Background: an optimization exercise with open tools, aiming at small area. Do not read the settings as production practice.
At most, simulation tests tie the RTL to the original design; equivalence was not proved.

==> inputs of try-garnet <==
==> flow/design.v (excerpt) <==
module freq_meter(
    input               clk,
    input               rst_n,
    input               sig_fx,
    output  wire [7:0]  sm_seg,
    output  wire [3:0]  sm_bit,
    output              uart_txd
);
wire        half;           
wire [3:0]  byte_i;         
wire [3:0]  bit_i;          
wire [5:0]  tick;           
wire [15:0] frame_bcd;      
wire        sweep;          
wire [5:0]  kilo;           
wire [11:0] low_bcd;        
data_deal u_data_deal(
    .clk        (clk),
    .rst_n      (rst_n),
    .half       (half),
    .byte_i     (byte_i),
    .bit_i      (bit_i),
    .tick       (tick),
    .sweep      (sweep),
    .frame_bcd  (frame_bcd)
);
cymometer u_cymometer(
    .clk        (clk),
    .rst_n      (rst_n),
    .sig_fx     (sig_fx),
    .gate_pre   (half),
    .sweep      (sweep),
    .step       (tick),
    .kilo       (kilo),
    .low_bcd    (low_bcd)
);
SegLed u_SegLed(
    .clk        (clk),
    .rst_n      (rst_n),
    .kilo       (kilo),
    .low_bcd    (low_bcd),
    .sm_seg     (sm_seg),
    .sm_bit     (sm_bit)
);
uart_transfer u_uart_transfer(
    .half       (half),
    .byte_i     (byte_i),
    .bit_i      (bit_i),
    .kilo       (kilo),
    .low_bcd    (low_bcd),
    .frame_bcd  (frame_bcd),
    .txd        (uart_txd)
);
endmodule
==> module cymometer, before the edit <==
module cymometer(
    input               clk,
    input               rst_n,
    input               sig_fx,
    input               gate_pre,
    input               sweep,
    input       [5:0]   step,
    output reg  [5:0]   kilo,
    output reg  [11:0]  low_bcd
);
localparam [18:0] FX_SCALE = 19'd390625;    
reg         fx_d;
reg         gate_fx_r;
reg         gate;
reg         seen;           
wire        fx_en = sig_fx & ~fx_d;
always @(posedge clk or negedge rst_n) begin
    if (!rst_n) begin
        fx_d      <= 1'b0;
        gate_fx_r <= 1'b0;
        gate      <= 1'b0;
        seen      <= 1'b0;
    end else begin
        fx_d <= sig_fx;
        if (fx_en) begin
            gate_fx_r <= gate_pre;
            gate      <= gate_fx_r;
        end
        if (gate)
            seen <= 1'b1;
    end
end
wire        clr     = sweep & step[5] & step[4];
reg  [12:0] fs;
reg  [12:0] fs_inc;
reg         c;
integer     i;
always @(*) begin
    c = gate;
    for (i = 0; i < 13; i = i + 1) begin fs_inc[i] = fs[i] ^ c; c = c & fs[i]; end
end
always @(posedge clk)
    fs <= clr ? 13'd0 : fs_inc;
reg  [13:0] rem;
reg  [18:0] num_lo;
wire        num_en = fx_en & gate;
reg  [31:0] num_add;
always @(*) begin
    c = 1'b0;
    for (i = 0; i < 19; i = i + 1) begin
        num_add[i] = num_lo[i] ^ (num_en & FX_SCALE[i]) ^ c;
        c = (num_lo[i] & (num_en & FX_SCALE[i])) | (c & (num_lo[i] ^ (num_en & FX_SCALE[i])));
    end
    for (i = 19; i < 32; i = i + 1) begin
        num_add[i] = rem[i - 19] ^ c;
        c = c & rem[i - 19];
    end
end
wire [14:0] rem2 = {rem, num_lo[18]};
wire [13:0] fs_full = {1'b1, fs};
reg  [13:0] rem_sub;
reg         b;
always @(*) begin
    b = 1'b0;
    for (i = 0; i < 14; i = i + 1) begin
        rem_sub[i] = rem2[i] ^ fs_full[i] ^ b;
        b = (~rem2[i] & fs_full[i]) | (b & ~(rem2[i] ^ fs_full[i]));
    end
end
wire        q_bit = rem2[14] | ~b;       
always @(posedge clk) begin
    if (clr)
        rem <= 14'd0;
    else if (sweep)
        rem <= q_bit ? rem_sub : rem2[13:0];
    else
        rem <= {1'b0, num_add[31:19]};
    if (sweep)
        num_lo <= {num_lo[17:0], 1'b0};
    else
        num_lo <= num_add[18:0];
end
localparam [10:0] THOUSAND = 11'd1000;
reg  [9:0]  rem_k;
wire [10:0] rem_k2 = {(step == 6'd2) ? 10'd0 : rem_k, q_bit};
reg  [9:0]  rem_k_sub;
reg         bk;
always @(*) begin
    bk = 1'b0;
    for (i = 0; i < 10; i = i + 1) begin
        rem_k_sub[i] = rem_k2[i] ^ THOUSAND[i] ^ bk;
        bk = (~rem_k2[i] & THOUSAND[i]) | (bk & ~(rem_k2[i] ^ THOUSAND[i]));
    end
end
wire        k_bit = rem_k2[10] | ~bk;    
always @(posedge clk)
    rem_k <= k_bit ? rem_k_sub : rem_k2[9:0];
function [3:0] dd_adj(input [3:0] d);      
    case (d)
    4'd5: dd_adj = 4'd8;
    4'd6: dd_adj = 4'd9;
    4'd7: dd_adj = 4'd10;
    4'd8: dd_adj = 4'd11;
    4'd9: dd_adj = 4'd12;
    4'd10, 4'd12, 4'd14: dd_adj = 4'd11;     
    4'd11, 4'd13, 4'd15: dd_adj = 4'd12;
    default: dd_adj = d;
    endcase
endfunction
wire        dd_clr = (step == 6'd13);
wire        dd_en  = sweep & seen & (step >= 6'd12) & (step <= 6'd27);
wire [3:0]  a0 = dd_adj(dd_clr ? 4'd0 : low_bcd[3:0]);
wire [3:0]  a1 = dd_adj(dd_clr ? 4'd0 : low_bcd[7:4]);
wire [3:0]  a2 = dd_adj(dd_clr ? 4'd0 : low_bcd[11:8]);
wire [5:0]  ak = dd_clr ? 6'd0 : kilo;
always @(posedge clk or negedge rst_n) begin
    if (!rst_n) begin
        kilo    <= 6'd0;
        low_bcd <= 12'd0;
    end else if (dd_en) begin
        kilo    <= {ak[4:0], a2[3]};
        low_bcd <= {a2[2:0], a1[3], a1[2:0], a0[3], a0[2:0], k_bit};
    end
end
endmodule
export LEC_CHECK = 0
export ABC_AREA = 0
export ABC_CLOCK_PERIOD_IN_PS = 150000
export CAP_MARGIN = 20
export CORE_MARGIN = 2
export CORE_UTILIZATION = 40
export CTS_BUF_LIST = sky130_fd_sc_hd__clkbuf_4
export CTS_CLUSTER_DIAMETER = 60
export CTS_CLUSTER_SIZE = 20
export SLEW_MARGIN = 20
create_clock -name core_clock -period 150.0 [get_ports {clk}]
standard.sh (not shown) runs the stock make flow with config.mk's settings and CLKGATE_MAP_FILE= SYNTH_SCRIPT=/design/flow/synth_recipe.tcl, a recipe that flattens the netlist after the stock synthesis.
==> flow/flow/run.sh <==
#!/bin/bash
set -uo pipefail
bash standard.sh \
  "CTS_ARGS=-sink_clustering_enable -repair_clock_nets -buf_list sky130_fd_sc_hd__clkbuf_4 -sink_clustering_size 20 -sink_clustering_max_diameter 60 -dont_use_dummy_load" \
  "BUFFER_PORTS_ARGS=-buffer_cell sky130_fd_sc_hd__buf_1" \
  finish > standard.log 2>&1
==> inputs of try-violet, as changes to try-garnet <==
--- a/flow/design.v
+++ b/flow/design.v
@@ -32,18 +32,19 @@
 end
 wire        clr     = sweep & step[5] & step[4];
-reg  [12:0] fs;
-reg  [12:0] fs_inc;
+reg  [11:0] fs;
+reg  [11:0] fs_inc;
 reg         c;
 integer     i;
 always @(*) begin
     c = gate;
-    for (i = 0; i < 13; i = i + 1) begin fs_inc[i] = fs[i] ^ c; c = c & fs[i]; end
+    for (i = 0; i < 12; i = i + 1) begin fs_inc[i] = fs[i] ^ c; c = c & fs[i]; end
 end
 always @(posedge clk)
-    fs <= clr ? 13'd0 : fs_inc;
-reg  [13:0] rem;
+    fs <= clr ? 12'd0 : fs_inc;
+reg  [14:0] rem;
 reg  [18:0] num_lo;
 wire        num_en = fx_en & gate;
-reg  [31:0] num_add;
+reg  [18:0] num_add;
+reg         c_lo;
 always @(*) begin
     c = 1'b0;
@@ -52,32 +53,23 @@
         c = (num_lo[i] & (num_en & FX_SCALE[i])) | (c & (num_lo[i] ^ (num_en & FX_SCALE[i])));
     end
-    for (i = 19; i < 32; i = i + 1) begin
-        num_add[i] = rem[i - 19] ^ c;
-        c = c & rem[i - 19];
-    end
+    c_lo = c;
 end
-wire [14:0] rem2 = {rem, num_lo[18]};
-wire [13:0] fs_full = {1'b1, fs};
-reg  [13:0] rem_sub;
-reg         b;
+wire        neg     = rem[14];
+wire [15:0] fs_full = {4'b0010, fs};
+wire [15:0] add_a   = sweep ? {rem, num_lo[18]} : {1'b0, rem};
+wire [15:0] add_b   = sweep ? (neg ? fs_full : ~fs_full) : 16'd0;
+wire        add_c   = sweep ? ~neg : c_lo;
+reg  [15:0] add_s;
 always @(*) begin
-    b = 1'b0;
-    for (i = 0; i < 14; i = i + 1) begin
-        rem_sub[i] = rem2[i] ^ fs_full[i] ^ b;
-        b = (~rem2[i] & fs_full[i]) | (b & ~(rem2[i] ^ fs_full[i]));
+    c = add_c;
+    for (i = 0; i < 16; i = i + 1) begin
+        add_s[i] = add_a[i] ^ add_b[i] ^ c;
+        c = (add_a[i] & add_b[i]) | (c & (add_a[i] ^ add_b[i]));
     end
 end
-wire        q_bit = rem2[14] | ~b;       
+wire        q_bit = ~add_s[15];          
 always @(posedge clk) begin
-    if (clr)
-        rem <= 14'd0;
-    else if (sweep)
-        rem <= q_bit ? rem_sub : rem2[13:0];
-    else
-        rem <= {1'b0, num_add[31:19]};
-    if (sweep)
-        num_lo <= {num_lo[17:0], 1'b0};
-    else
-        num_lo <= num_add[18:0];
+    rem    <= clr ? 15'd0 : add_s[14:0];
+    num_lo <= sweep ? {num_lo[17:0], 1'b0} : num_add;
 end
 localparam [10:0] THOUSAND = 11'd1000;
--- a/flow/config.mk
+++ b/flow/config.mk
@@ -10,7 +10,5 @@
 export CAP_MARGIN = 20
 export CORE_MARGIN = 2
-export CORE_UTILIZATION = 40
-export CTS_BUF_LIST = sky130_fd_sc_hd__clkbuf_4
-export CTS_CLUSTER_DIAMETER = 60
-export CTS_CLUSTER_SIZE = 20
+export CORE_UTILIZATION = 70
+export PLACE_DENSITY = 0.85
 export SLEW_MARGIN = 20
==> comparison table <==
metric	try-garnet	try-violet
Outcome	no timing/DRC/antenna violations	no timing/DRC/antenna violations
Via count of the first global-routing pass	4,765	4,739
Fraction of the cycle the final worst path needs	25.63%	24.15%
Multiplexer share of the synthesized area	4.550%	5.176%
GR Layer Usage met1	18.76%	31.93%
Skew-Pair Late Insertion Delay	0.53 ns	0.54 ns
Start of the worst register-to-register path	u_cymometer.gate$_DFFE_PN0N_	u_data_deal.byte_i[0]$_DFFE_PN1P_
Chip Height	135.6 µm	103.2 µm
Detailed placement HPWL	8.974 mm	8.898 mm
Number of DRC markers after the initial detailed-route iteration	244	254
Share of the yosys chip area belonging to registers	41.42%	41.66%
Signed area change from the synthesized netlist to the final layout	4.261%	3.360%
Final non-filler cell area	7226 µm²	7121 µm²
Yosys warning total	4	6
No functional check of the RTL was part of try-violet.

[port drivers added, routing unchanged]
In the flow no input, the clock included, has a driving cell. The finished layouts below were timed again as built, in two steps. Step 1: set_driving_cell puts a clkbuf_16 on clk and a buf_2 on each other input, an assumption about the parent block. Step 2 moves the port delays by t, midway between the first and last clock arrival at a register: inputs arrive t later, outputs are due t later. That takes back most of the time a late clock gives input paths. Slacks: ideal / step 1 / step 2; pairs: ideal / step 1.
run	t (ns)	setup WS [ns]	worst register clock-pin slew, ns
try-garnet	0.542	111.557 / 111.568 / 111.026	0.12 / 0.12
try-violet	0.565	113.770 / 113.780 / 113.215	0.11 / 0.11
After both steps every run listed still meets setup and hold. For try-violet, which loses most, drivers alone change the setup slack by +0.010 ns; drivers and shift together by -0.555 ns.
